Context: an optimization exercise on an open-source flow, tuned for small area. The choices shown serve that exercise and are no tape-out recipe. The RTL was checked by simulation tests, not by an equivalence proof against the original design.

==> branch raven: inputs <==
==> flow/design.v (excerpt) <==
module neural_compressor_top
(
    input  logic        clk,
    input  logic        rst_n,
    input  logic [DATA_WIDTH-1:0]   s_axis_tdata,
    input  logic                    s_axis_tvalid,
    output logic                    s_axis_tready,
    input  logic                    s_axis_tlast,
    output logic [DATA_WIDTH-1:0]   m_axis_tdata,
    output logic [1:0]              m_axis_tuser,   
    output logic                    m_axis_tvalid,
    input  logic                    m_axis_tready,
    output logic                    m_axis_tlast,
    input  logic [DATA_WIDTH-1:0]   cfg_threshold,
    input  logic                    cfg_enable,
    output neural_compressor_pkg::compress_stats_t         stats,
    output logic [15:0]             spike_count
);
    wire [31:0] data_in = s_axis_tdata;
    wire        valid_in = s_axis_tvalid & cfg_enable;
    logic       valid_out;   
  ...
Settings: LEC_CHECK=0, CAP_MARGIN=0, CORE_MARGIN=2, CORE_UTILIZATION=80, SLEW_MARGIN=0, SYNTH_HIERARCHICAL=1, SYNTH_MINIMUM_KEEP_SIZE=0; clock period 120.0 ns.
standard.sh (not shown) runs the stock make flow with config.mk's settings and CLKGATE_MAP_FILE= SYNTH_SCRIPT=/design/flow/synth_recipe.tcl, a recipe that flattens the netlist after the stock synthesis.
==> flow/flow/run.sh <==
#!/bin/bash
# Layout flow: the standard ORFS flow (standard.sh: standard synthesis,
# floorplan, placement, CTS, routing), with two changes:
#  - the I/O port buffers are the smallest buffer cell;
#  - the clock tree uses leaf clusters of up to 18 flip-flops on clkbuf_8
#    (clkbuf_4 above them) and no dummy loads.
# ORFS keeps each step's full log under orfs/logs/; make's own output, and the
# final DEF export's, goes to make_flow.log here.
set -euo pipefail
export BUFFER_PORTS_ARGS="-buffer_cell sky130_fd_sc_hd__buf_1"
export CTS_ARGS="-sink_clustering_enable -repair_clock_nets -buf_list sky130_fd_sc_hd__clkbuf_8 -root_buf sky130_fd_sc_hd__clkbuf_4 -tree_buf sky130_fd_sc_hd__clkbuf_4 -sink_clustering_size 18 -sink_clustering_max_diameter 70 -dont_use_dummy_load"
bash standard.sh > make_flow.log 2>&1
==> inputs of branch indigo, as changes to branch raven <==
==> flow/flow/run.sh (replaced) <==
#!/bin/bash
# Layout flow: the standard ORFS flow (standard.sh: standard synthesis,
# floorplan, placement, CTS, routing), with two changes:
#  - the I/O port buffers are the smallest buffer cell;
#  - the clock tree uses large leaf clusters of clkbuf_16 (clkbuf_8 and a
#    clkbuf_4 root above them) and no dummy loads.
# ORFS keeps each step's full log under orfs/logs/; make's own output, and the
# final DEF export's, goes to make_flow.log here.
set -euo pipefail
export BUFFER_PORTS_ARGS="-buffer_cell sky130_fd_sc_hd__buf_1"
export CTS_ARGS="-sink_clustering_enable -repair_clock_nets -buf_list sky130_fd_sc_hd__clkbuf_16 -root_buf sky130_fd_sc_hd__clkbuf_4 -tree_buf sky130_fd_sc_hd__clkbuf_8 -sink_clustering_size 28 -sink_clustering_max_diameter 90 -dont_use_dummy_load"
export CTS_ARGS="-sink_clustering_enable -repair_clock_nets -buf_list sky130_fd_sc_hd__clkbuf_16 -root_buf sky130_fd_sc_hd__clkbuf_4 -tree_buf sky130_fd_sc_hd__clkbuf_4 -sink_clustering_size 28 -sink_clustering_max_diameter 90 -dont_use_dummy_load"
bash standard.sh > make_flow.log 2>&1
==> impl_results.md <==
- Status: finished clean
- Design area: 17690 um2
- Met3 usage: 0.07453
- Final std cells w/o fill: 1507
- Layout cells sized above 1: 0.06958
- WHS: 0.3280 ns
- First-pass GRT wire length: 57.36 mm
- Clock buf/inv share: 0.02249
- M1 GR Usage: 0.4509
- Drt wl/cell: 24.97 um
- Final Util: 0.8772
- Top sig layer: met5
Source of the figures above: branch indigo

==> impl_results.md <==
- Status: finished clean
- First-pass GRT wire length: 54.22 mm
- Drt wl/cell: 22.93 um
- Met3 usage: 0.06801
- Final std cells w/o fill: 1514
- Layout cells sized above 1: 0.07482
- M1 GR Usage: 0.4377
- Top sig layer: met4
Source of the figures above: branch raven

-- separate check: timing with driven ports --
The flow's constraints put no driver on any port. The routed layouts listed below were extracted and timed again, unchanged, in two steps. Step 1: set_driving_cell puts a clkbuf_16 on clk and a buf_2 on each other input, an assumption about the parent block. Step 2 moves the port delays by t, midway between the first and last clock arrival at a register: inputs arrive t later, outputs are due t later. That takes back most of the time a late clock gives input paths. Slacks: ideal / step 1 / step 2; pairs: ideal / step 1.
run | t (ns) | setup WS [ns] | worst register clock-pin slew, ns
branch raven | 0.762 | 82.768 / 82.791 / 82.029 | 0.12 / 0.12
branch indigo | 0.739 | 82.505 / 82.528 / 81.789 | 0.11 / 0.11
After both steps every run listed still meets setup and hold. The setup slack of branch raven, which loses most, moves by +0.023 ns with the drivers and by -0.739 ns with both steps.
